Context: an optimization exercise on an open-source flow, tuned for small area and a short achievable clock period. The choices shown serve that exercise and are no tape-out recipe. At most, simulation tests tie the RTL to the original design; equivalence was not proved. The RTL of run 1 was laid out without a check of its function. Power figures rest on the tool's default switching activity, not on a simulated workload.

===== flow/flow/run.sh =====
#!/bin/bash
# The standard layout, with buf_2 cells as the port buffers.
set -euo pipefail
bash standard.sh SETUP_SLACK_MARGIN=5.45 "BUFFER_PORTS_ARGS=-buffer_cell sky130_fd_sc_hd__buf_2" finish > standard.log 2>&1

===== flow/standard.sh =====
#!/bin/bash
# synth_recipe.tcl (not shown) runs the flow's synth.tcl, then flattens the netlist and writes it again
# the make line also repeats each setting of config.mk as NAME=value (left out here)
make -C /OpenROAD-flow-scripts/flow DESIGN_CONFIG=/design/flow/config.mk WORK_HOME=/design/flow/orfs CLKGATE_MAP_FILE= SYNTH_SCRIPT=/design/flow/synth_recipe.tcl "${@:-finish}"

===== flow/config.mk =====
export PLATFORM = sky130hd
export DESIGN_NAME = fpu16_top
export DESIGN_NICKNAME = fpu16_top
export VERILOG_FILES = /design/flow/design.v
export SDC_FILE = /design/flow/constraint.sdc
export NUM_CORES = 4
export LEC_CHECK = 0
export ABC_AREA = 1
export CAP_MARGIN = 20
export CORE_MARGIN = 2
export CORE_UTILIZATION = 40
export SETUP_SLACK_MARGIN = 5.0
export SLEW_MARGIN = 20

===== flow/constraint.sdc =====
create_clock -name core_clock -period 8.0 [get_ports {aclk}]
set_input_delay 1.6000 -clock core_clock [delete_from_list [all_inputs] [get_ports {aclk}]]
set_output_delay 1.6000 -clock core_clock [all_outputs]
set_load 0.01 [all_outputs]

===== flow/design.v =====
module mul11_cs(
    input  [10:0] x,
    input  [5:0] neg,
    input  [5:0] one,
    input  [5:0] two,
    output [21:0] r0,
    output [21:0] r1
    );
    wire neg0 = neg[0];
    wire one0 = one[0];
    wire two0 = two[0];
    wire neg1 = neg[1];
    wire one1 = one[1];
    wire two1 = two[1];
    wire neg2 = neg[2];
    wire one2 = one[2];
    wire two2 = two[2];
    wire neg3 = neg[3];
    wire one3 = one[3];
    wire two3 = two[3];
    wire neg4 = neg[4];
    wire one4 = one[4];
    wire two4 = two[4];
    wire neg5 = neg[5];
    wire one5 = one[5];
    wire two5 = two[5];
    wire pp0_0 = ((one0 & x[0]) | (two0 & 1'b0)) ^ neg0;
    wire pp0_1 = ((one0 & x[1]) | (two0 & x[0])) ^ neg0;
    wire pp0_2 = ((one0 & x[2]) | (two0 & x[1])) ^ neg0;
    wire pp0_3 = ((one0 & x[3]) | (two0 & x[2])) ^ neg0;
    wire pp0_4 = ((one0 & x[4]) | (two0 & x[3])) ^ neg0;
    wire pp0_5 = ((one0 & x[5]) | (two0 & x[4])) ^ neg0;
    wire pp0_6 = ((one0 & x[6]) | (two0 & x[5])) ^ neg0;
    wire pp0_7 = ((one0 & x[7]) | (two0 & x[6])) ^ neg0;
    wire pp0_8 = ((one0 & x[8]) | (two0 & x[7])) ^ neg0;
    wire pp0_9 = ((one0 & x[9]) | (two0 & x[8])) ^ neg0;
    wire pp0_10 = ((one0 & x[10]) | (two0 & x[9])) ^ neg0;
    wire pp0_11 = ((one0 & 1'b0) | (two0 & x[10])) ^ neg0;
    wire pp1_0 = ((one1 & x[0]) | (two1 & 1'b0)) ^ neg1;
    wire pp1_1 = ((one1 & x[1]) | (two1 & x[0])) ^ neg1;
    wire pp1_2 = ((one1 & x[2]) | (two1 & x[1])) ^ neg1;
    wire pp1_3 = ((one1 & x[3]) | (two1 & x[2])) ^ neg1;
    wire pp1_4 = ((one1 & x[4]) | (two1 & x[3])) ^ neg1;
    wire pp1_5 = ((one1 & x[5]) | (two1 & x[4])) ^ neg1;
    wire pp1_6 = ((one1 & x[6]) | (two1 & x[5])) ^ neg1;
    wire pp1_7 = ((one1 & x[7]) | (two1 & x[6])) ^ neg1;
    wire pp1_8 = ((one1 & x[8]) | (two1 & x[7])) ^ neg1;
    wire pp1_9 = ((one1 & x[9]) | (two1 & x[8])) ^ neg1;
    wire pp1_10 = ((one1 & x[10]) | (two1 & x[9])) ^ neg1;
    wire pp1_11 = ((one1 & 1'b0) | (two1 & x[10])) ^ neg1;
    wire pp2_0 = ((one2 & x[0]) | (two2 & 1'b0)) ^ neg2;
    wire pp2_1 = ((one2 & x[1]) | (two2 & x[0])) ^ neg2;
    wire pp2_2 = ((one2 & x[2]) | (two2 & x[1])) ^ neg2;
    wire pp2_3 = ((one2 & x[3]) | (two2 & x[2])) ^ neg2;
    wire pp2_4 = ((one2 & x[4]) | (two2 & x[3])) ^ neg2;
    wire pp2_5 = ((one2 & x[5]) | (two2 & x[4])) ^ neg2;
    wire pp2_6 = ((one2 & x[6]) | (two2 & x[5])) ^ neg2;
    wire pp2_7 = ((one2 & x[7]) | (two2 & x[6])) ^ neg2;
    wire pp2_8 = ((one2 & x[8]) | (two2 & x[7])) ^ neg2;
    wire pp2_9 = ((one2 & x[9]) | (two2 & x[8])) ^ neg2;
    wire pp2_10 = ((one2 & x[10]) | (two2 & x[9])) ^ neg2;
    wire pp2_11 = ((one2 & 1'b0) | (two2 & x[10])) ^ neg2;
    wire pp3_0 = ((one3 & x[0]) | (two3 & 1'b0)) ^ neg3;
    wire pp3_1 = ((one3 & x[1]) | (two3 & x[0])) ^ neg3;
    wire pp3_2 = ((one3 & x[2]) | (two3 & x[1])) ^ neg3;
    wire pp3_3 = ((one3 & x[3]) | (two3 & x[2])) ^ neg3;
    wire pp3_4 = ((one3 & x[4]) | (two3 & x[3])) ^ neg3;
    wire pp3_5 = ((one3 & x[5]) | (two3 & x[4])) ^ neg3;
    wire pp3_6 = ((one3 & x[6]) | (two3 & x[5])) ^ neg3;
    wire pp3_7 = ((one3 & x[7]) | (two3 & x[6])) ^ neg3;
    wire pp3_8 = ((one3 & x[8]) | (two3 & x[7])) ^ neg3;
    wire pp3_9 = ((one3 & x[9]) | (two3 & x[8])) ^ neg3;
    wire pp3_10 = ((one3 & x[10]) | (two3 & x[9])) ^ neg3;
    wire pp3_11 = ((one3 & 1'b0) | (two3 & x[10])) ^ neg3;
    wire pp4_0 = ((one4 & x[0]) | (two4 & 1'b0)) ^ neg4;
    wire pp4_1 = ((one4 & x[1]) | (two4 & x[0])) ^ neg4;
    wire pp4_2 = ((one4 & x[2]) | (two4 & x[1])) ^ neg4;
    wire pp4_3 = ((one4 & x[3]) | (two4 & x[2])) ^ neg4;
    wire pp4_4 = ((one4 & x[4]) | (two4 & x[3])) ^ neg4;
    wire pp4_5 = ((one4 & x[5]) | (two4 & x[4])) ^ neg4;
    wire pp4_6 = ((one4 & x[6]) | (two4 & x[5])) ^ neg4;
    wire pp4_7 = ((one4 & x[7]) | (two4 & x[6])) ^ neg4;
    wire pp4_8 = ((one4 & x[8]) | (two4 & x[7])) ^ neg4;
    wire pp4_9 = ((one4 & x[9]) | (two4 & x[8])) ^ neg4;
    wire pp4_10 = ((one4 & x[10]) | (two4 & x[9])) ^ neg4;
    wire pp4_11 = ((one4 & 1'b0) | (two4 & x[10])) ^ neg4;
    wire pp5_0 = (one5 & x[0]) | (two5 & 1'b0);
    wire pp5_1 = (one5 & x[1]) | (two5 & x[0]);
    wire pp5_2 = (one5 & x[2]) | (two5 & x[1]);
    wire pp5_3 = (one5 & x[3]) | (two5 & x[2]);
    wire pp5_4 = (one5 & x[4]) | (two5 & x[3]);
    wire pp5_5 = (one5 & x[5]) | (two5 & x[4]);
    wire pp5_6 = (one5 & x[6]) | (two5 & x[5]);
    wire pp5_7 = (one5 & x[7]) | (two5 & x[6]);
    wire pp5_8 = (one5 & x[8]) | (two5 & x[7]);
    wire pp5_9 = (one5 & x[9]) | (two5 & x[8]);
    wire pp5_10 = (one5 & x[10]) | (two5 & x[9]);
    wire pp5_11 = (one5 & 1'b0) | (two5 & x[10]);
    wire w1 = pp0_6 ^ pp1_4;
    wire w2 = pp0_6 & pp1_4;
    wire w3 = pp0_7 ^ pp1_5;
    wire w4 = pp0_7 & pp1_5;
    wire w5 = pp0_8 ^ pp1_6 ^ pp2_4;
    wire w6 = (pp0_8 & pp1_6) | (pp0_8 & pp2_4) | (pp1_6 & pp2_4);
    wire w7 = pp3_2 ^ pp4_0;
    wire w8 = pp3_2 & pp4_0;
    wire w9 = pp0_9 ^ pp1_7 ^ pp2_5;
    wire w10 = (pp0_9 & pp1_7) | (pp0_9 & pp2_5) | (pp1_7 & pp2_5);
    wire w11 = pp3_3 ^ pp4_1;
    wire w12 = pp3_3 & pp4_1;
    wire w13 = pp0_10 ^ pp1_8 ^ pp2_6;
    wire w14 = (pp0_10 & pp1_8) | (pp0_10 & pp2_6) | (pp1_8 & pp2_6);
    wire w15 = pp3_4 ^ pp4_2 ^ pp5_0;
    wire w16 = (pp3_4 & pp4_2) | (pp3_4 & pp5_0) | (pp4_2 & pp5_0);
    wire w17 = pp0_11 ^ pp1_9 ^ pp2_7;
    wire w18 = (pp0_11 & pp1_9) | (pp0_11 & pp2_7) | (pp1_9 & pp2_7);
    wire w19 = pp3_5 ^ pp4_3 ^ pp5_1;
    wire w20 = (pp3_5 & pp4_3) | (pp3_5 & pp5_1) | (pp4_3 & pp5_1);
    wire w21 = pp1_10 ^ pp2_8 ^ pp3_6;
    wire w22 = (pp1_10 & pp2_8) | (pp1_10 & pp3_6) | (pp2_8 & pp3_6);
    wire w23 = pp4_4 ^ pp5_2 ^ neg0;
    wire w24 = (pp4_4 & pp5_2) | (pp4_4 & neg0) | (pp5_2 & neg0);
    wire w25 = pp1_11 ^ pp2_9 ^ pp3_7;
    wire w26 = (pp1_11 & pp2_9) | (pp1_11 & pp3_7) | (pp2_9 & pp3_7);
    wire w27 = pp4_5 ^ pp5_3 ^ neg0;
    wire w28 = (pp4_5 & pp5_3) | (pp4_5 & neg0) | (pp5_3 & neg0);
    wire w29 = pp2_10 ^ pp3_8 ^ pp4_6;
    wire w30 = (pp2_10 & pp3_8) | (pp2_10 & pp4_6) | (pp3_8 & pp4_6);
    wire w31 = pp5_4 ^ ~neg0 ^ ~neg1;
    wire w32 = (pp5_4 & ~neg0) | (pp5_4 & ~neg1) | (~neg0 & ~neg1);
    wire w33 = pp2_11 ^ pp3_9 ^ pp4_7;
    wire w34 = (pp2_11 & pp3_9) | (pp2_11 & pp4_7) | (pp3_9 & pp4_7);
    wire w35 = pp5_5 ^ 1'b1;
    wire w36 = pp5_5 & 1'b1;
    wire w37 = pp3_10 ^ pp4_8 ^ pp5_6;
    wire w38 = (pp3_10 & pp4_8) | (pp3_10 & pp5_6) | (pp4_8 & pp5_6);
    wire w39 = pp3_11 ^ pp4_9;
    wire w40 = pp3_11 & pp4_9;
    wire w41 = pp0_4 ^ pp1_2;
    wire w42 = pp0_4 & pp1_2;
    wire w43 = pp0_5 ^ pp1_3;
    wire w44 = pp0_5 & pp1_3;
    wire w45 = w1 ^ pp2_2 ^ pp3_0;
    wire w46 = (w1 & pp2_2) | (w1 & pp3_0) | (pp2_2 & pp3_0);
    wire w47 = w2 ^ w3 ^ pp2_3;
    wire w48 = (w2 & w3) | (w2 & pp2_3) | (w3 & pp2_3);
    wire w49 = w4 ^ w5 ^ w7;
    wire w50 = (w4 & w5) | (w4 & w7) | (w5 & w7);
    wire w51 = w6 ^ w8 ^ w9;
    wire w52 = (w6 & w8) | (w6 & w9) | (w8 & w9);
    wire w53 = w10 ^ w12 ^ w13;
    wire w54 = (w10 & w12) | (w10 & w13) | (w12 & w13);
    wire w55 = w14 ^ w16 ^ w17;
    wire w56 = (w14 & w16) | (w14 & w17) | (w16 & w17);
    wire w57 = w18 ^ w20 ^ w21;
    wire w58 = (w18 & w20) | (w18 & w21) | (w20 & w21);
    wire w59 = w22 ^ w24 ^ w25;
    wire w60 = (w22 & w24) | (w22 & w25) | (w24 & w25);
    wire w61 = w26 ^ w28 ^ w29;
    wire w62 = (w26 & w28) | (w26 & w29) | (w28 & w29);
    wire w63 = w30 ^ w32 ^ w33;
    wire w64 = (w30 & w32) | (w30 & w33) | (w32 & w33);
    wire w65 = w34 ^ w36 ^ w37;
    wire w66 = (w34 & w36) | (w34 & w37) | (w36 & w37);
    wire w67 = w38 ^ w39 ^ pp5_7;
    wire w68 = (w38 & w39) | (w38 & pp5_7) | (w39 & pp5_7);
    wire w69 = w40 ^ pp4_10 ^ pp5_8;
    wire w70 = (w40 & pp4_10) | (w40 & pp5_8) | (pp4_10 & pp5_8);
    wire w71 = pp4_11 ^ pp5_9;
    wire w72 = pp4_11 & pp5_9;
    wire w73 = pp0_2 ^ pp1_0;
    wire w74 = pp0_2 & pp1_0;
    wire w75 = pp0_3 ^ pp1_1;
    wire w76 = pp0_3 & pp1_1;
    wire w77 = w41 ^ pp2_0 ^ neg2;
    wire w78 = (w41 & pp2_0) | (w41 & neg2) | (pp2_0 & neg2);
    wire w79 = w42 ^ w43 ^ pp2_1;
    wire w80 = (w42 & w43) | (w42 & pp2_1) | (w43 & pp2_1);
    wire w81 = w44 ^ w45 ^ neg3;
    wire w82 = (w44 & w45) | (w44 & neg3) | (w45 & neg3);
    wire w83 = w46 ^ w47 ^ pp3_1;
    wire w84 = (w46 & w47) | (w46 & pp3_1) | (w47 & pp3_1);
    wire w85 = w48 ^ w49 ^ neg4;
    wire w86 = (w48 & w49) | (w48 & neg4) | (w49 & neg4);
    wire w87 = w50 ^ w51 ^ w11;
    wire w88 = (w50 & w51) | (w50 & w11) | (w51 & w11);
    wire w89 = w52 ^ w53 ^ w15;
    wire w90 = (w52 & w53) | (w52 & w15) | (w53 & w15);
    wire w91 = w54 ^ w55 ^ w19;
    wire w92 = (w54 & w55) | (w54 & w19) | (w55 & w19);
    wire w93 = w56 ^ w57 ^ w23;
    wire w94 = (w56 & w57) | (w56 & w23) | (w57 & w23);
    wire w95 = w58 ^ w59 ^ w27;
    wire w96 = (w58 & w59) | (w58 & w27) | (w59 & w27);
    wire w97 = w60 ^ w61 ^ w31;
    wire w98 = (w60 & w61) | (w60 & w31) | (w61 & w31);
    wire w99 = w62 ^ w63 ^ w35;
    wire w100 = (w62 & w63) | (w62 & w35) | (w63 & w35);
    wire w101 = w64 ^ w65 ^ ~neg2;
    wire w102 = (w64 & w65) | (w64 & ~neg2) | (w65 & ~neg2);
    wire w103 = w66 ^ w67 ^ 1'b1;
    wire w104 = (w66 & w67) | (w66 & 1'b1) | (w67 & 1'b1);
    wire w105 = w68 ^ w69 ^ ~neg3;
    wire w106 = (w68 & w69) | (w68 & ~neg3) | (w69 & ~neg3);
    wire w107 = w70 ^ w71 ^ 1'b1;
    wire w108 = (w70 & w71) | (w70 & 1'b1) | (w71 & 1'b1);
    wire w109 = w72 ^ pp5_10 ^ ~neg4;
    wire w110 = (w72 & pp5_10) | (w72 & ~neg4) | (pp5_10 & ~neg4);
    wire w111 = pp5_11 ^ 1'b1;
    wire w112 = pp5_11 & 1'b1;
    assign r0 = {w110, w108, w106, w104, w102, w100, w98, w96, w94, w92, w90, w88, w86, w84, w82, w80, w78, w76, w74, w73, pp0_1, pp0_0};
    assign r1 = {w111, w109, w107, w105, w103, w101, w99, w97, w95, w93, w91, w89, w87, w85, w83, w81, w79, w77, w75, neg1, 1'b0, neg0};
endmodule
module booth_enc11(
    input  [10:0] y,
    output [5:0] neg,
    output [5:0] one,
    output [5:0] two
    );
    assign neg[0] = y[1];
    assign one[0] = y[0] ^ 1'b0;
    assign two[0] = (y[1] & ~y[0] & ~1'b0) | (~y[1] & y[0] & 1'b0);
    assign neg[1] = y[3];
    assign one[1] = y[2] ^ y[1];
    assign two[1] = (y[3] & ~y[2] & ~y[1]) | (~y[3] & y[2] & y[1]);
    assign neg[2] = y[5];
    assign one[2] = y[4] ^ y[3];
    assign two[2] = (y[5] & ~y[4] & ~y[3]) | (~y[5] & y[4] & y[3]);
    assign neg[3] = y[7];
    assign one[3] = y[6] ^ y[5];
    assign two[3] = (y[7] & ~y[6] & ~y[5]) | (~y[7] & y[6] & y[5]);
    assign neg[4] = y[9];
    assign one[4] = y[8] ^ y[7];
    assign two[4] = (y[9] & ~y[8] & ~y[7]) | (~y[9] & y[8] & y[7]);
    assign neg[5] = 1'b0;
    assign one[5] = y[10] ^ y[9];
    assign two[5] = (1'b0 & ~y[10] & ~y[9]) | (~1'b0 & y[10] & y[9]);
endmodule
module lzc12(
    input  [11:0] op,
    output [3:0]  cnt
    );
    assign cnt =
        op[11] ? 4'd0 : op[10] ? 4'd1 : op[9] ? 4'd2 : op[8] ? 4'd3 :
        op[7] ? 4'd4 : op[6] ? 4'd5 : op[5] ? 4'd6 : op[4] ? 4'd7 :
        op[3] ? 4'd8 : op[2] ? 4'd9 : op[1] ? 4'd10 : op[0] ? 4'd11 : 4'd12;
endmodule
module fpu_cmp_core(
    input  [15:0] a,
    input  [15:0] b,
    output        ge
    );
    wire gt, eq;
    mag_cmp15 u_mag(.x(a[14:0]), .y(b[14:0]), .gt(gt), .eq(eq));
    assign ge = (a[15] ^ b[15]) ? ~a[15] : (a[15] ? ~gt : (gt | eq));
endmodule
module mag_cmp15(
    input  [14:0] x,
    input  [14:0] y,
    output        gt,
    output        eq
    );
    wire [15:0] g0 = {1'b0, x & ~y};
    wire [15:0] e0 = {1'b1, ~(x ^ y)};
    wire [7:0] g1, e1;
    wire [3:0] g2, e2;
    wire [1:0] g3, e3;
    genvar i;
    generate
        for (i = 0; i < 8; i = i + 1) begin : l1
            assign g1[i] = g0[2*i+1] | (e0[2*i+1] & g0[2*i]);
            assign e1[i] = e0[2*i+1] & e0[2*i];
        end
        for (i = 0; i < 4; i = i + 1) begin : l2
            assign g2[i] = g1[2*i+1] | (e1[2*i+1] & g1[2*i]);
            assign e2[i] = e1[2*i+1] & e1[2*i];
        end
        for (i = 0; i < 2; i = i + 1) begin : l3
            assign g3[i] = g2[2*i+1] | (e2[2*i+1] & g2[2*i]);
            assign e3[i] = e2[2*i+1] & e2[2*i];
        end
    endgenerate
    assign gt = g3[1] | (e3[1] & g3[0]);
    assign eq = e3[1] & e3[0];
endmodule
module fpu16_top(
    input         aclk,
    input  [15:0] a,
    input  [15:0] b,
    input         a_valid,
    input         b_valid,
    output [15:0] add_result,
    output        add_valid,
    output [15:0] sub_result,
    output        sub_valid,
    output [15:0] mul_result,
    output        mul_valid,
    output [7:0]  cmp_result,
    output        cmp_valid
    );
    reg v0, v1, v2, v3, v4, v5;
    always @(posedge aclk) begin
        v0 <= a_valid & b_valid;
        v1 <= v0; v2 <= v1; v3 <= v2; v4 <= v3; v5 <= v4;
    end
    reg [15:0] a0, b0;
    reg cmp_q;
    wire ge;
    fpu_cmp_core u_cmp(.a(a), .b(b), .ge(ge));
    always @(posedge aclk) begin
        a0 <= a;
        b0 <= b;
        cmp_q <= ge;
    end
    assign cmp_result = {7'b0, cmp_q};
    assign cmp_valid = v0;
    wire a_gt, a_eq;
    mag_cmp15 u_agt(.x(a0[14:0]), .y(b0[14:0]), .gt(a_gt), .eq(a_eq));
    wire h_a0 = |a0[14:10];
    wire h_b0 = |b0[14:10];
    wire [5:0] bn_a, bo_a, bt_a, bn_b, bo_b, bt_b;
    booth_enc11 u_bea(.y({h_a0, a0[9:0]}), .neg(bn_a), .one(bo_a), .two(bt_a));
    booth_enc11 u_beb(.y({h_b0, b0[9:0]}), .neg(bn_b), .one(bo_b), .two(bt_b));
    reg [14:0] l1, s1;
    reg ls1, es1, fs1, hl1, hs1;
    reg [5:0] bo1, bt1;
    always @(posedge aclk) begin
        l1  <= a_gt ? a0[14:0] : b0[14:0];
        s1  <= a_gt ? b0[14:0] : a0[14:0];
        ls1 <= a_gt ? a0[15] : b0[15];
        es1 <= a0[15] ^ b0[15];
        fs1 <= a_gt ? a0[15] : ~b0[15];
        hl1 <= a_gt ? h_a0 : h_b0;
        hs1 <= a_gt ? h_b0 : h_a0;
        bo1 <= a_gt ? bo_b : bo_a;
        bt1 <= a_gt ? bt_b : bt_a;
    end
    wire [4:0] le1 = {l1[14:11], l1[10] | ~hl1};
    wire [4:0] se1 = {s1[14:11], s1[10] | ~hs1};
    wire [4:0] diff1 = le1 - se1;
    wire [13:0] s_ext = {hs1, s1[9:0], 3'b0};
    wire [13:0] s_shr = diff1[4] ? 14'b0 : s_ext >> diff1[3:0];
    wire [13:0] s_lost = diff1[4] ? s_ext : s_ext & ~(14'h3fff << diff1[3:0]);
    reg [14:0] l2;
    reg [13:0] sal2;
    reg ls2, es2, fs2, hl2, linf2, pani2, bz2;
    always @(posedge aclk) begin
        l2    <= l1;
        sal2  <= {s_shr[13:1], s_shr[0] | (|s_lost)};
        ls2   <= ls1;
        es2   <= es1;
        fs2   <= fs1;
        hl2   <= hl1;
        linf2 <= &l1[14:10];
        pani2 <= es1 & (&s1[14:10]) & ~(|l1[9:0]) & ~(|s1[9:0]);
        bz2   <= ~hl1 & ~(|l1[9:0]);
    end
    wire [13:0] sal_e = linf2 ? 14'b0 : sal2;
    wire [13:0] l_ext = {hl2, l2[9:0], 3'b0};
    reg [14:0] ps3;
    reg [13:0] ms3;
    reg [4:0] le3;
    reg linf3, ls3, es3, fs3, pani3, bz3;
    always @(posedge aclk) begin
        ps3   <= {1'b0, l_ext} + {1'b0, sal_e};
        ms3   <= l_ext - sal_e;
        le3   <= {l2[14:11], l2[10] | ~hl2};
        linf3 <= linf2;
        ls3   <= ls2;
        es3   <= es2;
        fs3   <= fs2;
        pani3 <= pani2;
        bz3   <= bz2;
    end
    wire p_nf = ps3[14];
    wire [9:0] p_fr = p_nf ? ps3[13:4] : ps3[12:3];
    wire p_g  = p_nf ? ps3[3] : ps3[2];
    wire p_r  = p_nf ? ps3[2] : ps3[1];
    wire p_st = p_nf ? (ps3[1] | ps3[0]) : ps3[0];
    wire [4:0] p_e = p_nf ? le3 + 5'd1 : (ps3[13] ? le3 : 5'd0);
    wire p_inc = p_g & (p_r | p_st | p_fr[0]);
    wire [10:0] m_force = (le3 >= 5'd12) ? 11'b0 : (11'b1 << (5'd11 - le3));
    wire [10:0] m_top = ms3[13:3] | m_force;
    wire [3:0] m_sh =
        m_top[10] ? 4'd0 : m_top[9] ? 4'd1 : m_top[8] ? 4'd2 : m_top[7] ? 4'd3 :
        m_top[6] ? 4'd4 : m_top[5] ? 4'd5 : m_top[4] ? 4'd6 : m_top[3] ? 4'd7 :
        m_top[2] ? 4'd8 : m_top[1] ? 4'd9 : m_top[0] ? 4'd10 : 4'd11;
    wire [13:0] m_n = ms3 << m_sh;
    wire [10:0] m_t = ms3[13:3];
    wire [3:0] m_lz =
        m_t[10] ? 4'd0 : m_t[9] ? 4'd1 : m_t[8] ? 4'd2 : m_t[7] ? 4'd3 :
        m_t[6] ? 4'd4 : m_t[5] ? 4'd5 : m_t[4] ? 4'd6 : m_t[3] ? 4'd7 :
        m_t[2] ? 4'd8 : m_t[1] ? 4'd9 : m_t[0] ? 4'd10 : 4'd11;
    wire [5:0] m_ed = {1'b0, le3} - {2'b0, m_lz};
    wire [4:0] m_e = (m_ed[5] | (m_ed == 6'd0)) ? 5'd0 : m_ed[4:0];
    wire m_inc = (m_sh == 4'd0) ? ms3[2] & (ms3[1] | ms3[0] | ms3[3]) :
                 (m_sh == 4'd1) ? ms3[1] & (ms3[0] | ms3[2]) : 1'b0;
    reg [14:0] pv4, mv4;
    reg pinc4, minc4, mz4, linf4, ls4, es4, fs4, pani4, bz4;
    always @(posedge aclk) begin
        pv4   <= {p_e, p_fr};
        pinc4 <= p_inc;
        mv4   <= {m_e, m_n[12:3]};
        minc4 <= m_inc;
        mz4   <= ~(|ms3);
        linf4 <= linf3;
        ls4   <= ls3;
        es4   <= es3;
        fs4   <= fs3;
        pani4 <= pani3;
        bz4   <= bz3;
    end
    wire [14:0] p_rnd = pv4 + pinc4;
    wire [14:0] m_rnd = mv4 + minc4;
    wire [14:0] p_res = ((&p_rnd[14:10]) & ~linf4) ? 15'h7c00 : p_rnd;
    wire [14:0] m_res = ((&m_rnd[14:10]) & ~linf4) ? 15'h7c00 : m_rnd;
    wire [14:0] add_mag = es4 ? m_res : p_res;
    wire [14:0] sub_mag = es4 ? p_res : m_res;
    wire zs = bz4 & ls4 & ~es4;
    wire [15:0] add_c = pani4 ? 16'hfe00 : bz4 ? {zs, 15'b0} :
                        (es4 & mz4) ? 16'b0 : {ls4, add_mag};
    wire [15:0] sub_c = pani4 ? 16'hfe00 : bz4 ? {zs, 15'b0} :
                        (~es4 & mz4) ? 16'b0 : {fs4, sub_mag};
    reg [15:0] add_q, sub_q;
    reg add_vq, sub_vq;
    always @(posedge aclk) begin
        add_q  <= add_c;
        sub_q  <= sub_c;
        add_vq <= v4 & ~(&add_c[14:10]);
        sub_vq <= v4 & ~(&sub_c[14:10]);
    end
    assign add_result = add_q;
    assign add_valid = add_vq;
    assign sub_result = sub_q;
    assign sub_valid = sub_vq;
    wire [10:0] m_x = {hl1, l1[9:0]};
    wire [10:0] m_y = {hs1, s1[9:0]};
    wire [21:0] cs0, cs1;
    wire [5:0] bn1 = {1'b0, m_y[9], m_y[7], m_y[5], m_y[3], m_y[1]};
    mul11_cs u_mul(.x(m_x), .neg(bn1), .one(bo1), .two(bt1), .r0(cs0), .r1(cs1));
    reg [21:0] cs0_2, cs1_2;
    reg [6:0] t2;
    reg msg2, nan2, psel2, zero2;
    always @(posedge aclk) begin
        cs0_2 <= cs0;
        cs1_2 <= cs1;
        t2    <= {2'b0, le1} + {2'b0, se1} - 7'd15;
        msg2  <= es1;
        nan2  <= &l1[14:10];
        psel2 <= (&s1[14:10]) & (ls1 ^ fs1);
        zero2 <= ~hs1 & ~(|s1[9:0]);
    end
    wire [21:0] q_sum = cs0_2 + cs1_2;
    wire [9:0] payload = psel2 ? sal2[12:3] : l2[9:0];
    reg [21:0] q3;
    reg [6:0] t3;
    reg msg3, nan3, zero3;
    always @(posedge aclk) begin
        q3    <= nan2 ? {2'b01, payload, 10'b0} : q_sum;
        t3    <= t2;
        msg3  <= msg2;
        nan3  <= nan2;
        zero3 <= zero2;
    end
    wire [3:0] lq;
    lzc12 u_lq(q3[21:10], lq);
    wire normal = ~t3[6] & (t3[5:0] >= {2'b0, lq});
    reg [21:0] q4;
    reg [6:0] l4, e4;
    reg normal4, msg4, nan4, zero4;
    always @(posedge aclk) begin
        q4      <= q3;
        l4      <= normal ? {3'b0, lq} : t3;
        e4      <= t3 + 7'd1 - {3'b0, lq};
        normal4 <= normal;
        msg4    <= msg3;
        nan4    <= nan3;
        zero4   <= zero3;
    end
    wire [32:0] q_pad = {q4, 11'b0};
    wire [6:0] q_sh = 7'd11 - l4;
    wire [32:0] q_z = q_pad >> q_sh[4:0];
    wire [11:0] win = q_z[21:10];
    wire [22:0] below = ~({23{1'b1}} << q_sh[4:0]);
    wire st4 = |(q4 & below[22:1]);
    wire [6:0] e4p1 = e4 + 7'd1;
    reg [10:0] mant5;
    reg [4:0] e5;
    reg inc5, ovn5, ovc5, normal5, msg5, nan5, zero5;
    always @(posedge aclk) begin
        mant5   <= win[11:1];
        inc5    <= win[0] & (st4 | win[1]);
        e5      <= e4[4:0];
        ovn5    <= normal4 & ($signed(e4) > 30);
        ovc5    <= normal4 & ($signed(e4p1) > 30);
        normal5 <= normal4;
        msg5    <= msg4;
        nan5    <= nan4;
        zero5   <= zero4;
    end
    wire [11:0] mr = {1'b0, mant5} + inc5;
    wire carry = inc5 & (&mant5);
    wire ovf = carry ? ovc5 : ovn5;
    wire [4:0] field = ~normal5 ? {4'b0, mr[10]} : carry ? e5 + 5'd1 : e5;
    wire [15:0] mul_c = nan5 ? {msg5, 5'b11111, mr[9:0]} : zero5 ? {msg5, 15'b0} :
                        ovf ? {msg5, 5'b11111, 10'b0} : {msg5, field, mr[9:0]};
    wire mul_err = nan5 | (ovf & ~zero5);
    reg [15:0] mul_q;
    reg mul_vq;
    always @(posedge aclk) begin
        mul_q  <= mul_c;
        mul_vq <= v5 & ~mul_err;
    end
    assign mul_result = mul_q;
    assign mul_valid = mul_vq;
endmodule

==> results.yml, run 1 <==
power:
  p_leak_nw: 11.3
  vdd_drop_max_mv: 0.177
  power_frac_seq_pct: 31.8
  combPwrFrac_pct: 48.5
  p_per_area_mw_per_mm2: 416
  pwr-share-clk_pct: 19.8
  sw_frac_of_total_pct: 41.4
  p_int_mw: 6.03
  p_sw_mw: 4.26
yosys:
  ys.flop_type: "dfxtp_1"
  syn_inst: 2457
  synth_edf_count: 0
  yosys-top-cells-count: "421 x nand2_1, 391 x dfxtp_1, 320 x inv_1"
  yosysWarnings: 1
  avgSynthCellArea_um2: 8.03
  ys_types: 65
  seq_area_frac_synth_pct: 39.7
  ys_ff_latch: 391
  synth_area_leaders: "dfxtp_1 40%, ha_1 8.7%, nand2_1 8.0%"
  synth.cell_area_mm2: 0.0197
  yosys.area.top_type_share_pct: 39.7
  yosysTopAreaCell: "dfxtp_1"
  yosysMostFrequentCell: "nand2_1"
  async_flop_share_pct: 0
worst_hold_path:
  hp-class: "reg2reg"
placement:
  portBuffers: 87
  hpwlAfterDp_um: 37200
  detailed_place.area_mm2: 0.0207
  gp_congestion: 0.894
  dp_cells: 3138
setup_path:
  cp_data_arrival_time_ns: 3.10
  path_class: "reg2reg"
  worstSetupStartpointType: "register"
  worstPathRequired_ns: 8.45
  cp_max_fo: 6
  endpoint_kind: "register"
grt:
  grt_pass1_vias: 16000
  use_met1_pct: 24.1
  grt_first_pass_wirelength_um: 81200
  grt_max_degree: 42
  use_met2_pct: 35.3
  track_usage_pct: 19.8
  antenna_found_initial: 1
  overflow: 0
  top_usage_layer: "met2"
  use_met3_pct: 3.10
layout:
  finalNetCount: 2868
  fin_area_mm2: 0.0247
  syn2layout_area_growth_pct: 25.4
  fillers: 4650
  drive_gt1_share_pct: 22.3
  final_core_util_pct: 50.6
  fin_cells: 3342
  antenna_cells: 0
routing:
  vias_per_cell: 5.01
  wl_um: 52200
  drtIter0Drc: 1045
  final_antenna_net_count: 0
  drc: 0
  vias: 16800
  dr.pass1.iters: 5
  wl_per_cell_um: 15.6
timing:
  slew_viol_final: 0
  grt_setup_unrepaired: "yes"
  timing.setup.tns_ns: 0
  finalCritPeriodShare_pct: 33.1
  fmax_ghz: 0.377
  period_needed_ns: 2.65
  setup_viol: 0
  finalHoldViolCount: 0
  relSlewSlack_pct: 52.4
  clock_skew_ns: 0.0211
  tightestPinTransition_ns: 0.711
clock_network:
  clkTransAtPathRegs_ns: 0.06
  clk_path_buf_depth: 3
  insertion_delay_ns: 0.57
  cts_tree: "done"
  cts_made_buffers: 42
  ctsRootBufferMaster: "clkbuf_16"
  cts.sinks: 391
  cts_max_level: 2
job:
  maxCapViolations: 0
die:
  die-height_um: 226
  num_rows: 81
  io_pins: 95
  die_w_um: 226
  design.core.area_mm2: 0.0488
  start_util_pct: 40.4
  die_area_mm2: 0.0511
outcome:
  outcome: "timing/DRC/antenna clean"
## kinds of logic after synthesis
kind of cell             Yosys count  share of synthesized area (%)
AO/OA/AOI/OAI                    500                           14.3
XOR/XNOR                         122                           5.42
adder cells (fa/ha/maj)          184                           13.5
buffers and inverters            421                           8.45
flip-flops                       391                           39.7
multiplexers                       9                          0.482
other                              1                         0.0190
AND/OR/NAND/NOR                  829                           18.1
## critical path, stage by stage, from the launching register on
cell,delay [ns]
dfxtp_4,0.37
clkinvlp_4,0.08
buf_8,0.14
buf_8,0.14
o22ai_2,0.12
xor2_1,0.19
fa_1,0.46
inv_2,0.08
fa_1,0.43
fa_1,0.49
inv_1,0.04
## final timing paths
check	slack [ns]	end	cells past startpoint	from
setup / recovery	5.35	cs1_2[16]$_DFF_P_	10	l1[8]$_DFF_P_
hold / removal	0.32	q4[2]$_DFF_P_	0	q3[2]$_SDFF_PP0_
setup reg to reg	5.35	cs1_2[16]$_DFF_P_	10	l1[8]$_DFF_P_
hold reg to reg	0.32	q4[2]$_DFF_P_	0	q3[2]$_SDFF_PP0_
## final cells by class
class	instances	area, µm²	share of cell area [%]
tap	664	831	3.36
clock inverter	15	240	0.971
sequential	391	7950	32.1
multi-input combinational	1656	11400	46.1
timing repair inverter	3	17.5	0.0708
timing repair buffer	214	1640	6.63
clock buffer	58	1220	4.94
inverter	341	1420	5.74
## state kept, by name, indices dropped and copies added, names as in the netlist, 16 cells and up
name   flops
cs0_2     22
q3        22
q4        22
cs1_2     21
a0        16
add_q     16
b0        16
mul_q     16
sub_q     16
## repair_timing
item                                    in CTS  in global routing
hold buffers                                 0                  0
gates resized for setup                    201                217
gates cloned                                 4                  5
buffers inserted                            77                 45
pin swaps                                   58                 99
endpoints found under the setup margin     197                177
## metal layers
layer / vias to the layer above / share of wire (%)
li1: 8413 / -
met1: 7756 / 43
met2: 475 / 50
met3: 116 / 4.6
met4: 0 / 3.2
met5: - / 0
## metrics by stage
step / power, mW / hold WS (ns) / worst slack (ns)
after floorplan: 6.28 / 0.310 / 5.18
after global placement: 7.42 / 0.314 / 4.51
after detailed placement: 7.46 / 0.312 / 4.51
after CTS: 9.88 / 0.316 / 5.33
after global routing: 11.2 / 0.332 / 5.19
final: 10.3 / 0.318 / 5.35
## placed cells by master, fill, tap and decap left out, drive strengths merged, types with 7 or more instances in the layout
master	instances
nor4	8
nor2	192
ha	137
clkinv	15
or2	7
o22ai	68
a21oi	152
conb	7
clkinvlp	22
o21a	10
o21bai	10
o21ai	195
nand4	15
nor3	22
inv	316
nand3	138
nand3b	12
buf	213
dfxtp	391
clkbuf	58
nand2	436
a211oi	7
xnor2	14
fa	47
a31oi	21
xor2	108
## power by group through the flow
stage | registers [mW] | logic, mW | clock network [mW]
after floorplan | 3.08 | 3.20 | 0
after global placement | 3.23 | 4.19 | 0
after detailed placement | 3.25 | 4.21 | 0
after CTS | 3.23 | 4.56 | 2.09
after global routing | 3.35 | 5.64 | 2.17
final | 3.27 | 4.99 | 2.03
==> run 2: changes to the inputs <==
--- a/flow/design.v
+++ b/flow/design.v
@@ -320,2 +320,6 @@
     wire h_b0 = |b0[14:10];
+    wire [4:0] ea0 = {a0[14:11], a0[10] | ~h_a0};
+    wire [4:0] eb0 = {b0[14:11], b0[10] | ~h_b0};
+    wire [4:0] dab = ea0 - eb0;
+    wire [4:0] dba = eb0 - ea0;
     wire [5:0] bn_a, bo_a, bt_a, bn_b, bo_b, bt_b;
@@ -326,2 +330,3 @@
     reg [5:0] bo1, bt1;
+    reg [4:0] d1;
     always @(posedge aclk) begin
@@ -336,2 +341,3 @@
         bt1 <= a_gt ? bt_b : bt_a;
+        d1  <= a_gt ? dab : dba;
     end
@@ -339,6 +345,5 @@
     wire [4:0] se1 = {s1[14:11], s1[10] | ~hs1};
-    wire [4:0] diff1 = le1 - se1;
     wire [13:0] s_ext = {hs1, s1[9:0], 3'b0};
-    wire [13:0] s_shr = diff1[4] ? 14'b0 : s_ext >> diff1[3:0];
-    wire [13:0] s_lost = diff1[4] ? s_ext : s_ext & ~(14'h3fff << diff1[3:0]);
+    wire [13:0] s_shr = d1[4] ? 14'b0 : s_ext >> d1[3:0];
+    wire [13:0] s_lost = d1[4] ? s_ext : s_ext & ~(14'h3fff << d1[3:0]);
     reg [14:0] l2;
==> flow/flow/run.sh (replaced) <==
#!/bin/bash
# The standard layout, with buf_2 cells as the port buffers.
set -euo pipefail
bash standard.sh SETUP_SLACK_MARGIN=5.35 "BUFFER_PORTS_ARGS=-buffer_cell sky130_fd_sc_hd__buf_2" finish > standard.log 2>&1
--- a/flow/config.mk
+++ b/flow/config.mk
@@ -10,3 +10,3 @@
 export CORE_MARGIN = 2
-export CORE_UTILIZATION = 40
+export CORE_UTILIZATION = 65
 export SETUP_SLACK_MARGIN = 5.0
==> run 2 against run 1 <==
Compared with the run above: clock skew decreased by 0.011 ns; flip-flop and latch count increased by 5; global-route usage increased by 9.8 points; die area decreased by 37%; largest power group unchanged; sequential power decreased by 1%; routed wire length decreased by 4.7%; cell count decreased by 10%; first-iteration DRC count increased by 31%; design area decreased by 6.8%; total power decreased by 6.7%; critical path type unchanged; utilization increased by 27 points; register-to-register slack got worse by 0.099 ns.
==> results.yml, run 2 <==
setup_path:
  path_class: "reg2reg"
  slowest_delay_ns: 0.53
  crit_family: "adder cells"
  cp_max_fo: 5
  worstPathRequired_ns: 8.40
  cp_data_arrival_time_ns: 3.15
  endpoint_kind: "register"
  cp.buffers_inverters: 3
  cpMaxStageDelayCell: "fa_2"
  cp_common_cell: "fa_1"
  crit_chain: "clkinvlp_4 -> buf_12 -> o22ai_1 -> xor2_1 -> fa_1 -> fa_2 -> inv_1 -> fa_1"
  worstSetupStartpointType: "register"
layout:
  antenna_cells: 0
  finalNetCount: 2811
  multi_input_area_mm2: 0.0108
  reg_top3: "cs0_2 (22), q3 (22), q4 (22)"
  regArea_mm2: 0.00800
  fillers: 2085
  fin_cells: 3007
  fin_area_mm2: 0.0231
  final_common_cell: "nand2_1"
  drive_gt1_share_pct: 14.9
  syn2layout_area_growth_pct: 16.2
  final_cell_mix: "407 x nand2_1, 371 x dfxtp_1, 318 x inv_1"
yosys:
  seq_area_frac_synth_pct: 39.9
  yosys-top-cells-count: "411 x nand2_1, 396 x dfxtp_1, 335 x inv_1"
  yosysMostFrequentCell: "nand2_1"
  post_synth_mux_area_share_pct: 0.630
  synth_top_family_by_area: "simple AND/OR/NAND/NOR gates"
  synth_area_leaders: "dfxtp_1 40%, ha_1 8.8%, nand2_1 7.8%"
  yosys.area.top_type_share_pct: 39.9
  ys_types: 65
  synth_edf_count: 0
  ys.flop_type: "dfxtp_1"
  synth-compound-area-share_pct: 14.6
  avgSynthCellArea_um2: 8.05
  synthAdderAreaFrac_pct: 13.6
  synthXorXnorAreaFrac_pct: 5.34
  synthSimpleGateAreaFrac_pct: 17.4
  ys_ff_latch: 396
  synth.cell_area_mm2: 0.0198
  yosysWarnings: 1
  yosysTopAreaCell: "dfxtp_1"
  syn_inst: 2466
  async_flop_share_pct: 0
grt:
  overflow: 0
  use_met3_pct: 3.67
  antenna_found_initial: 0
  use_met2_pct: 51.5
  use_met1_pct: 36.9
  grt_max_degree: 87
  top_usage_layer: "met2"
  grt_pass1_vias: 16000
  grt_first_pass_wirelength_um: 76800
  track_usage_pct: 29.6
routing:
  drc: 0
  dr.pass1.iters: 7
  drtIter0Drc: 1372
  wl_per_cell_um: 16.5
  vias: 17000
  final_antenna_net_count: 0
  wl_um: 49700
  vias_per_cell: 5.67
die:
  die_area_mm2: 0.0320
  design.core.area_mm2: 0.0299
  num_rows: 63
  die_w_um: 179
  start_util_pct: 66.4
  io_pins: 95
  die-height_um: 179
clock_network:
  cts_made_buffers: 40
  cts_tree: "done"
  ctsHoldBuffers: 0
  ctsRootBufferMaster: "clkbuf_16"
  cts_max_level: 2
  cts.sinks: 396
  clk_path_buf_depth: 3
  insertion_delay_ns: 0.52
  clkTransAtPathRegs_ns: 0.06
timing:
  grt_setup_unrepaired: "yes"
  finalCritPeriodShare_pct: 34.4
  slew_viol_final: 0
  period_needed_ns: 2.75
  timing.setup.tns_ns: 0
  relSlewSlack_pct: 45.1
  clock_skew_ns: 0.0103
  setup_viol: 0
  hold_ws_ns: 0.326
  finalHoldViolCount: 0
  fmax_ghz: 0.364
  tightestPinTransition_ns: 0.822
placement:
  dp_cells: 2878
  hpwlAfterDp_um: 34700
  gp_congestion: 0.978
  detailed_place.area_mm2: 0.0205
  portBuffers: 87
power:
  p_leak_nw: 10.8
  p_per_area_mw_per_mm2: 416
  vdd_drop_max_mv: 0.339
job:
  maxCapViolations: 0
outcome:
  outcome: "timing/DRC/antenna clean"
worst_hold_path:
  hp-class: "reg2reg"
-- run 2: cell count changes after synthesis, moves of 6 or more --
cell      before  now
a21oi_1      150  167
inv_1        320  335
nor2_1       185  170
o21ai_0      189  201
a31oi_1       21   11
nand2_1      421  411
clkbuf_1      53   47
-- run 2: path summary, 6_finish.rpt --
check              startpoint                 to  slack [ns]  depth (start not counted)
max reg2reg     l1[8]$_DFF_P_  cs1_2[14]$_DFF_P_        5.25                          8
min          q3[8]$_SDFF_PP0_      q4[8]$_DFF_P_        0.33                          0
max             l1[8]$_DFF_P_  cs1_2[14]$_DFF_P_        5.25                          8
min reg2reg  q3[8]$_SDFF_PP0_      q4[8]$_DFF_P_        0.33                          0
-- run 2: per-layer routing --
| layer | up-vias | wire (µm) | share of wire, % |
|---|---|---|---|
| li1 | 8313 | - | - |
| met1 | 7768 | 20400 | 41 |
| met2 | 794 | 24000 | 48 |
| met3 | 168 | 3270 | 6.6 |
| met4 | 0 | 2070 | 4.2 |
| met5 | - | 0 | 0 |
-- run 2: power by group --
group / internal, mW / switching [mW]
logic: 1.67 / 2.67
registers: 2.72 / 0.513
clock network: 1.26 / 0.766
total: 5.65 / 3.95
-- run 2: cell type report --
class / instances / area share, %
clock inverters: 22 / 1.58
inverters: 354 / 6.05
well taps: 390 / 2.12
flip-flops and latches: 396 / 34.7
repair inverters: 3 / 0.0760
multi-input cells: 1650 / 46.8
clock buffers: 48 / 4.69
repair buffers: 144 / 4.03
-- run 2: kinds of logic (layout without fill, tap and decap cells) --
group / count (synthesis) / count (layout)
and+or+nand+nor: 802 / 805
AOI/OAI and AO/OA: 518 / 518
buffers and inverters: 429 / 571
DFF: 396 / 396
adders and majority gates: 187 / 187
xor gates and xnor gates: 121 / 121
muxes: 12 / 12
other: 1 / 7
-- run 2: per-stage QoR --
stage	power (mW)	utilization [%]	worst slack (ns)
floorplan	6.05	-	5.30
global placement	7.00	68.5	4.86
detailed placement	7.12	68.5	4.70
CTS	9.25	74.4	5.31
global route	10.3	77.2	5.18
finish	9.60	77.2	5.25
-- run 2: timing repair --
action                                  in CTS  in global routing
endpoints found under the setup margin      60                 98
resized for setup                           61                133
hold endpoints to repair                     0                  0
buffers inserted                            20                 33
cloned                                       3                  3
pin swaps                                    2                 33
==> run 3: changes to the inputs <==
--- a/flow/config.mk
+++ b/flow/config.mk
@@ -10,3 +10,3 @@
 export CORE_MARGIN = 2
-export CORE_UTILIZATION = 65
+export CORE_UTILIZATION = 55
 export SETUP_SLACK_MARGIN = 5.0
==> run 3 against run 2 <==
Compared with the run above: die area is 18% higher; utilization is 13 points lower; still clean; critical path type unchanged; critical path depth stayed put; largest cell class unchanged.
==> results.yml, run 3 <==
timing:
  clock_skew_ns: 0.0126
  fmax_ghz: 0.373
  finalCritPeriodShare_pct: 33.5
  period_needed_ns: 2.68
  slew_viol_final: 0
  grt_setup_unrepaired: "yes"
  relSlewSlack_pct: 56.8
  timing.setup.tns_ns: 0
  tightestPinTransition_ns: 0.647
  setup_viol: 0
  finalHoldViolCount: 0
setup_path:
  reg2reg_depth: 8
  cp_data_arrival_time_ns: 3.12
  endpoint_kind: "register"
  reg2reg_from: "l1[9]$_DFF_P_"
  reg2reg_to: "cs1_2[11]$_DFF_P_"
  path_class: "reg2reg"
  worstPathRequired_ns: 8.44
  cp_max_fo: 6
  worstSetupStartpointType: "register"
  r2r_slack_ns: 5.32
power:
  p_sw_mw: 3.90
  power_frac_seq_pct: 33.8
  combPwrFrac_pct: 44.8
  p_leak_nw: 10.8
  sw_frac_of_total_pct: 41.0
  p_int_mw: 5.61
  pwr-share-clk_pct: 21.4
  vdd_drop_max_mv: 0.270
  power_mw: 9.51
  p_per_area_mw_per_mm2: 414
yosys:
  yosys-top-cells-count: "411 x nand2_1, 396 x dfxtp_1, 335 x inv_1"
  ys_ff_latch: 396
  yosysMostFrequentCell: "nand2_1"
  synth.cell_area_mm2: 0.0198
  async_flop_share_pct: 0
  yosysWarnings: 1
  ys_types: 65
  ys.flop_type: "dfxtp_1"
  yosysTopAreaCell: "dfxtp_1"
  synth_area_leaders: "dfxtp_1 40%, ha_1 8.8%, nand2_1 7.8%"
  yosys.area.top_type_share_pct: 39.9
  seq_area_frac_synth_pct: 39.9
  syn_inst: 2466
  avgSynthCellArea_um2: 8.05
  synth_edf_count: 0
grt:
  grt_first_pass_wirelength_um: 78300
  antenna_found_initial: 0
  track_usage_pct: 25.4
  grt_max_degree: 87
  overflow: 0
  grt_pass1_vias: 15800
worst_hold_path:
  hold_path_depth: 0
  min_from: "l2[12]$_DFF_P_"
  hp-class: "reg2reg"
  whs_endpoint: "le3[2]$_DFF_P_"
layout:
  antenna_cells: 0
  regArea_mm2: 0.00799
  finalNetCount: 2806
  fillers: 3100
  reg_top3: "cs0_2 (22), q3 (22), q4 (22)"
  fin_area_mm2: 0.0230
  drive_gt1_share_pct: 14.6
  syn2layout_area_growth_pct: 15.8
  final_common_cell: "nand2_1"
  multi_input_area_mm2: 0.0107
  fin_cells: 3074
  final_cell_mix: "407 x nand2_1, 369 x dfxtp_1, 314 x inv_1"
routing:
  vias: 16500
  dr.pass1.iters: 5
  drtIter0Drc: 1049
  final_antenna_net_count: 0
  drc: 0
  wl_um: 49000
  wl_per_cell_um: 16.0
  vias_per_cell: 5.36
die:
  die_w_um: 194
  io_pins: 95
  start_util_pct: 55.8
  die_area_mm2: 0.0376
  die-height_um: 194
  design.core.area_mm2: 0.0356
  num_rows: 69
clock_network:
  cts_max_level: 2
  cts_tree: "done"
  cts.sinks: 396
  insertion_delay_ns: 0.57
  clk_path_buf_depth: 3
  cts_made_buffers: 42
  ctsRootBufferMaster: "clkbuf_16"
  clkTransAtPathRegs_ns: 0.06
  ctsHoldBuffers: 0
placement:
  gp_congestion: 0.945
  detailed_place.area_mm2: 0.0206
  portBuffers: 87
  dp_cells: 2951
  hpwlAfterDp_um: 36600
outcome:
  outcome: "timing/DRC/antenna clean"
job:
  maxCapViolations: 0
==> run 3: layer usage <==
layer | global-route usage (%) | part of all wire (%) | vias to the layer above
met5 | 0 | 0 | -
met3 | 4.23 | 5.0 | 138
met1 | 32.4 | 44 | 7517
met4 | 11.0 | 4.3 | 0
met2 | 42.7 | 47 | 503
li1 | - | - | 8315
==> run 3: logic make-up (layout without fill, tap and decap cells) <==
logic type	count (synthesis)	count (layout)	share of synthesized area (%)
AND/OR/NAND/NOR	802	804	17.4
AO/OA/AOI/OAI	518	518	14.6
buffers and inverters	429	568	8.47
flip-flops	396	396	39.9
adder cells (fa/ha/maj)	187	187	13.6
XOR/XNOR	121	121	5.34
multiplexers	12	12	0.630
other	1	7	0.0189
==> run 3: what timing repair did <==
| action | 4_1_cts | 5_1_grt |
|---|---|---|
| gates cloned | 1 | 3 |
| setup buffers | 25 | 21 |
| setup endpoints to repair | 91 | 84 |
| pin swaps | 3 | 22 |
| gates resized for setup | 68 | 112 |
==> run 3: worst max-delay path by stage <==
stage | startpoint | end | slack, ns | cells after the start
finish | l1[9]$_DFF_P_ | cs1_2[11]$_DFF_P_ | 5.32 | 8
global route | l1[9]$_DFF_P_ | cs1_2[15]$_DFF_P_ | 5.26 | 7
CTS | linf2$_DFF_P_ | ms3[13]$_DFF_P_ | 5.30 | 15
detailed placement | l4[2]$_DFF_P_ | inc5$_DFF_P_ | 4.64 | 12
global placement | l4[2]$_DFF_P_ | inc5$_DFF_P_ | 4.75 | 12
floorplan | b[1] | cmp_q$_DFF_P_ | 5.30 | 9
==> run 3: final cells by class <==
cell class | count | area share (%)
Sequential cell | 396 | 34.8
Timing Repair inverter | 2 | 0.0544
Tap cell | 461 | 2.51
Inverter | 354 | 6.14
Clock buffer | 62 | 5.66
Multi-Input combinational cell | 1649 | 46.4
Clock inverter | 11 | 0.762
Timing Repair Buffer | 139 | 3.73
==> run 3: power groups by stage <==
stage / Clock (mW) / Sequential (mW) / Combinational [mW]
finish: 2.03 / 3.21 / 4.26
detailed placement: 0 / 3.23 / 3.95
CTS: 2.08 / 3.20 / 4.07
global route: 2.15 / 3.29 / 4.85
global placement: 0 / 3.22 / 3.89
floorplan: 0 / 3.09 / 2.96
==> run 3: per-stage QoR <==
step	setup slack, ns	utilization, %	hold slack [ns]
after floorplan	5.30	-	0.310
after global placement	4.75	57.9	0.310
after detailed placement	4.64	57.9	0.312
after CTS	5.30	63.0	0.325
after global routing	5.26	64.6	0.321
final	5.32	64.6	0.318
==> run 3: worst max-delay path: stages, from the launching register on <==
cell	delay [ns]
dfxtp_4	0.40
clkinvlp_4	0.20
o22ai_1	0.24
xor2_1	0.24
fa_1	0.46
inv_1	0.09
fa_1	0.42
inv_1	0.09
fa_1	0.42
==> run 4: changes to the inputs <==
==> flow/flow/run.sh (replaced) <==
#!/bin/bash
# The standard layout, with buf_2 cells as the port buffers and setup repair
# aimed at a 2.65 ns period (slack margin 5.35 ns at the 8 ns clock).
set -euo pipefail
bash standard.sh SETUP_SLACK_MARGIN=5.35 "BUFFER_PORTS_ARGS=-buffer_cell sky130_fd_sc_hd__buf_2" finish > standard.log 2>&1
==> run 4 against run 3 <==
Compared with the run above: still clean; total power did not move; routed wire length unchanged; count of clock-buffer cells in the layout unchanged; clock skew stayed put; cell count stayed put; sequential share of layout area unchanged; critical endpoint unchanged; highest routed layer unchanged.
==> results.yml, run 4 <==
setup_path:
  worstPathRequired_ns: 8.44
  cp_common_cell: "fa_1"
  cp_data_arrival_time_ns: 3.12
  cp_max_fo: 6
  cpMaxStageDelayCell: "fa_1"
  crit_chain: "clkinvlp_4 -> o22ai_1 -> xor2_1 -> fa_1 -> inv_1 -> fa_1 -> inv_1 -> fa_1"
  slowest_delay_ns: 0.46
  endpoint_kind: "register"
  path_class: "reg2reg"
  cp.buffers_inverters: 3
  worstSetupStartpointType: "register"
  crit_family: "adder cells"
routing:
  drtIter0Drc: 1049
  drc: 0
  wl_per_cell_um: 16.0
  dr.pass1.iters: 5
  vias: 16500
  wl_um: 49000
  final_antenna_net_count: 0
  vias_per_cell: 5.36
grt:
  overflow: 0
  top_usage_layer: "met2"
  track_usage_pct: 25.4
  grt_first_pass_wirelength_um: 78300
  use_met3_pct: 4.23
  grt_pass1_vias: 15800
  antenna_found_initial: 0
  use_met1_pct: 32.4
  use_met2_pct: 42.7
  grt_max_degree: 87
worst_hold_path:
  hp-class: "reg2reg"
layout:
  antenna_cells: 0
  syn2layout_area_growth_pct: 15.8
  final_common_cell: "nand2_1"
  multi_input_area_mm2: 0.0107
  drive_gt1_share_pct: 14.6
  reg_top3: "cs0_2 (22), q3 (22), q4 (22)"
  fillers: 3100
  final_cell_mix: "407 x nand2_1, 369 x dfxtp_1, 314 x inv_1"
  regArea_mm2: 0.00799
  fin_area_mm2: 0.0230
  finalNetCount: 2806
yosys:
  yosysWarnings: 1
  synth_area_leaders: "dfxtp_1 40%, ha_1 8.8%, nand2_1 7.8%"
  yosys-top-cells-count: "411 x nand2_1, 396 x dfxtp_1, 335 x inv_1"
  synth_edf_count: 0
  ys_types: 65
  synth.cell_area_mm2: 0.0198
  seq_area_frac_synth_pct: 39.9
  syn_inst: 2466
  async_flop_share_pct: 0
  yosysMostFrequentCell: "nand2_1"
  avgSynthCellArea_um2: 8.05
  ys_ff_latch: 396
  ys.flop_type: "dfxtp_1"
  yosys.area.top_type_share_pct: 39.9
  yosysTopAreaCell: "dfxtp_1"
die:
  design.core.area_mm2: 0.0356
  start_util_pct: 55.8
  die-height_um: 194
  num_rows: 69
  io_pins: 95
  die_area_mm2: 0.0376
  die_w_um: 194
timing:
  tightestPinTransition_ns: 0.647
  fmax_ghz: 0.373
  finalHoldViolCount: 0
  finalCritPeriodShare_pct: 33.5
  setup_viol: 0
  grt_setup_unrepaired: "yes"
  clock_skew_ns: 0.0126
  period_needed_ns: 2.68
  slew_viol_final: 0
  hold_ws_ns: 0.318
  relSlewSlack_pct: 56.8
  timing.setup.tns_ns: 0
placement:
  detailed_place.area_mm2: 0.0206
  hpwlAfterDp_um: 36600
  portBuffers: 87
  gp_congestion: 0.945
clock_network:
  cts_max_level: 2
  insertion_delay_ns: 0.57
  cts_made_buffers: 42
  clkTransAtPathRegs_ns: 0.06
  cts.sinks: 396
  ctsRootBufferMaster: "clkbuf_16"
  ctsHoldBuffers: 0
  cts_tree: "done"
  clk_path_buf_depth: 3
power:
  power_mw: 9.51
  p_leak_nw: 10.8
  vdd_drop_max_mv: 0.270
  p_per_area_mw_per_mm2: 414
job:
  maxCapViolations: 0
outcome:
  outcome: "timing/DRC/antenna clean"
==> run 4: cell counts after synthesis <==
Identical to the previous run, type by type.
==> run 4: report_power, final <==
group          switching [mW]  leakage [nW]  internal, mW
registers               0.497          3.33          2.72
clock network           0.781         0.712          1.25
logic                    2.62          6.77          1.64
total                    3.90          10.8          5.61
==> run 4: per-stage QoR <==
step	std cells	worst slack, ns	utilization, %
global placement	2951	4.75	57.9
CTS	3050	5.30	63.0
global route	3074	5.26	64.6
floorplan	2472	5.30	-
detailed placement	2951	4.64	57.9
finish	3074	5.32	64.6
==> run 4: repair_timing <==
| item | in CTS | in global routing |
|---|---|---|
| cloned | 1 | 3 |
| pin swaps | 3 | 22 |
| endpoints found under the setup margin | 91 | 84 |
| setup buffers | 25 | 21 |
| endpoints found under the hold margin | 0 | 0 |
| resized for setup | 68 | 112 |
==> run 4: final cells by class <==
cell class	count	share of cell area [%]
clock buffer	62	5.66
clock inverter	11	0.762
inverter	354	6.14
multi-input combinational	1649	46.4
sequential	396	34.8
tap	461	2.51
timing repair buffer	139	3.73
timing repair inverter	2	0.0544
==> run 4: kinds of logic (layout without fill, tap and decap cells) <==
| family | Yosys count | in the layout | share of synthesized area [%] |
|---|---|---|---|
| simple gates | 802 | 804 | 17.4 |
| compound gates | 518 | 518 | 14.6 |
| buf+inv | 429 | 568 | 8.47 |
| flops | 396 | 396 | 39.9 |
| fa+ha+maj | 187 | 187 | 13.6 |
| xor+xnor | 121 | 121 | 5.34 |
| mux | 12 | 12 | 0.630 |
| other cells | 1 | 7 | 0.0189 |
==> run 4: path summary, 6_finish.rpt <==
kind,start,slack [ns],endpoint,cells after the start
max reg2reg,l1[9]$_DFF_P_,5.32,cs1_2[11]$_DFF_P_,8
min reg2reg,l2[12]$_DFF_P_,0.32,le3[2]$_DFF_P_,0
max,l1[9]$_DFF_P_,5.32,cs1_2[11]$_DFF_P_,8
min,l2[12]$_DFF_P_,0.32,le3[2]$_DFF_P_,0
==> run 4: per-layer routing <==
| layer | wire, µm | part of all wire, % |
|---|---|---|
| met5 | 0 | 0 |
| met2 | 22900 | 47 |
| met3 | 2440 | 5.0 |
| met4 | 2090 | 4.3 |
| met1 | 21600 | 44 |
==> run 5: changes to the inputs <==
==> flow/flow/run.sh (replaced) <==
#!/bin/bash
# The standard layout, with buf_2 cells as the port buffers and setup repair
# aimed at a 2.65 ns period (slack margin 5.35 ns at the 8 ns clock).
set -euo pipefail
bash standard.sh SETUP_SLACK_MARGIN=5.35 "BUFFER_PORTS_ARGS=-buffer_cell sky130_fd_sc_hd__buf_1" finish > standard.log 2>&1
==> run 5 against run 4 <==
Compared with the run above: critical path type unchanged; utilization is 0.31 points higher; count of clock-buffer cells in the layout decreased by 5; total power shrank 0.56%; routed wire length about the same; clock skew up 0.019 ns; register-to-register slack is essentially flat.
==> results.yml, run 5 <==
outcome:
  outcome: "timing/DRC/antenna clean"
die:
  die_area_mm2: 0.0376
  io_pins: 95
  design.core.area_mm2: 0.0356
  start_util_pct: 55.8
  die_w_um: 194
  num_rows: 69
  die-height_um: 194
layout:
  syn2layout_area_growth_pct: 16.3
  fillers: 3096
  fin_area_mm2: 0.0231
  fin_cells: 3084
  final_core_util_pct: 64.9
  final_cell_mix: "409 x nand2_1, 364 x dfxtp_1, 314 x inv_1"
  finalNetCount: 2813
  drive_gt1_share_pct: 12.7
  reg_top3: "cs0_2 (22), q3 (22), q4 (22)"
  antenna_cells: 0
  final_common_cell: "nand2_1"
timing:
  clock_skew_ns: 0.0311
  period_needed_ns: 2.68
  fmax_ghz: 0.373
  finalHoldViolCount: 0
  setup_viol: 0
  fin_ws_ns: 5.32
  hold_ws_ns: 0.316
  timing.setup.tns_ns: 0
  finalCritPeriodShare_pct: 33.5
  relSlewSlack_pct: 44.2
  tightestPinTransition_ns: 0.836
  grt_setup_unrepaired: "yes"
  slew_viol_final: 0
yosys:
  async_flop_share_pct: 0
  synth.cell_area_mm2: 0.0198
  yosysMostFrequentCell: "nand2_1"
  synth_edf_count: 0
  ys_types: 65
  seq_area_frac_synth_pct: 39.9
  synth_top_family_by_area: "simple AND/OR/NAND/NOR gates"
  synthAdderAreaFrac_pct: 13.6
  synth-compound-area-share_pct: 14.6
  syn_inst: 2466
  post_synth_mux_area_share_pct: 0.630
  ys_ff_latch: 396
  yosys-top-cells-count: "411 x nand2_1, 396 x dfxtp_1, 335 x inv_1"
  ys.flop_type: "dfxtp_1"
  yosys.area.top_type_share_pct: 39.9
  synthSimpleGateAreaFrac_pct: 17.4
  yosysWarnings: 1
  synth_area_leaders: "dfxtp_1 40%, ha_1 8.8%, nand2_1 7.8%"
  yosysTopAreaCell: "dfxtp_1"
  avgSynthCellArea_um2: 8.05
  synthXorXnorAreaFrac_pct: 5.34
power:
  p_per_area_mw_per_mm2: 409
  power_mw: 9.45
  vdd_drop_max_mv: 0.294
  p_leak_nw: 10.7
routing:
  drtIter0Drc: 921
  wl_um: 49000
  wl_per_cell_um: 15.9
  dr.pass1.iters: 6
  vias_per_cell: 5.37
  final_antenna_net_count: 0
  vias: 16600
  drc: 0
grt:
  antenna_found_initial: 0
  overflow: 0
  grt_first_pass_wirelength_um: 78200
  track_usage_pct: 25.3
  grt_max_degree: 87
  grt_pass1_vias: 15700
setup_path:
  worstPathRequired_ns: 8.45
  path_class: "reg2reg"
  endpoint_kind: "register"
  worstSetupStartpointType: "register"
  cp_max_fo: 6
  cp_data_arrival_time_ns: 3.13
clock_network:
  cts.sinks: 396
  clk_path_buf_depth: 3
  ctsRootBufferMaster: "clkbuf_16"
  insertion_delay_ns: 0.58
  cts_made_buffers: 42
  cts_max_level: 2
  cts_tree: "done"
  clkTransAtPathRegs_ns: 0.06
placement:
  place_ws_ns: 4.62
  hpwlAfterDp_um: 36700
  portBuffers: 87
  detailed_place.area_mm2: 0.0205
  gp_congestion: 0.929
  dp_cells: 2949
job:
  maxCapViolations: 0
worst_hold_path:
  hp-class: "reg2reg"
run 5: cell counts after synthesis:
Identical to the previous run, type by type.
run 5: path summary, 6_finish.rpt:
kind,slack (ns),startpoint,to,depth (start not counted)
worst max-delay path,5.32,l1[7]$_DFF_P_,cs1_2[10]$_DFF_P_,6
worst min-delay path,0.32,q3[7]$_SDFF_PP0_,q4[7]$_DFF_P_,0
worst max register to register,5.32,l1[7]$_DFF_P_,cs1_2[10]$_DFF_P_,6
worst min register to register,0.32,q3[7]$_SDFF_PP0_,q4[7]$_DFF_P_,0
run 5: layout make-up:
class / instances / area, µm² / share of cell area (%)
repair inverters: 3 / 20.0 / 0.0867
multi-input cells: 1649 / 10800 / 46.7
clock buffers: 57 / 1180 / 5.10
flip-flops and latches: 396 / 8010 / 34.7
repair buffers: 145 / 850 / 3.68
inverters: 354 / 1420 / 6.15
clock inverters: 19 / 253 / 1.09
well taps: 461 / 577 / 2.50
run 5: what timing repair did:
| item | CTS | global route |
|---|---|---|
| cloned | 3 | 2 |
| pin swaps | 3 | 38 |
| buffers inserted | 24 | 30 |
| hold buffers | 0 | 0 |
| endpoints found under the setup margin | 100 | 91 |
| resized for setup | 79 | 151 |
run 5: metal layers:
metal  GRT usage, %  vias to the layer above  routed length [µm]
met5              0                        -                   0
met4           8.87                        0                1760
met3           4.14                      115                2580
met2           43.1                      523               23000
met1           32.6                     7602               21700
li1               -                     8327                   -
run 5: power by group:
part,switching [mW],leakage [nW],internal (mW)
Clock,0.788,0.706,1.20
Sequential,0.520,3.33,2.72
Combinational,2.60,6.62,1.62
Total,3.91,10.7,5.55
run 5: logic make-up after synthesis:
family | count (synthesis)
AO/OA/AOI/OAI | 518
XOR/XNOR | 121
adder cells (fa/ha/maj) | 187
buffers and inverters | 429
flip-flops | 396
multiplexers | 12
other | 1
AND/OR/NAND/NOR | 802
run 5: worst max-delay path, stage by stage, from the launching register on:
cell and delay [ns]:
dfxtp_4 0.41, clkinvlp_4 0.23, o22ai_1 0.25, xor2_1 0.22, fa_1 0.49, fa_1 0.54
fa_1 0.42

==> static timing again, ports no longer ideal <==
No port has a modelled driver above. Below, the same layouts with a new extraction and two added sets of constraints. Step 1: set_driving_cell puts a clkbuf_16 on aclk and a buf_2 on each other input, an assumption about the parent block. Step 2, shift: input delay + t, output delay - t, t = (earliest + latest rising clock arrival at the registers) / 2. This alone moves slack from input paths to output paths. Slacks: no drivers / after step 1 / after step 2; pairs: no drivers / after step 1.
| run | shift t [ns] | slack for setup (ns) | worst hold slack (ns) | worst setup path at the end | worst slew at a driven data input, ns |
|---|---|---|---|---|---|
| run 1 | 0.616 | 5.350 / 5.343 / 4.967 | 0.318 / 0.318 / 0.318 | input to register | 0.04 |
| run 2 | 0.568 | 5.250 / 5.250 / 4.981 | 0.326 / 0.326 / 0.326 | input to register | 0.03 |
| run 3 | 0.615 | 5.320 / 5.320 / 4.965 | 0.318 / 0.318 / 0.318 | input to register | 0.04 |
| run 4 | 0.615 | 5.320 / 5.320 / 4.965 | 0.318 / 0.318 / 0.318 | input to register | 0.04 |
| run 5 | 0.617 | 5.319 / 5.319 / 4.991 | 0.316 / 0.316 / 0.316 | input to register | 0.04 |
After both steps setup and hold are still met in every run listed. For run 1, which loses most, drivers alone change the setup slack by -0.007 ns; drivers and shift together by -0.383 ns.
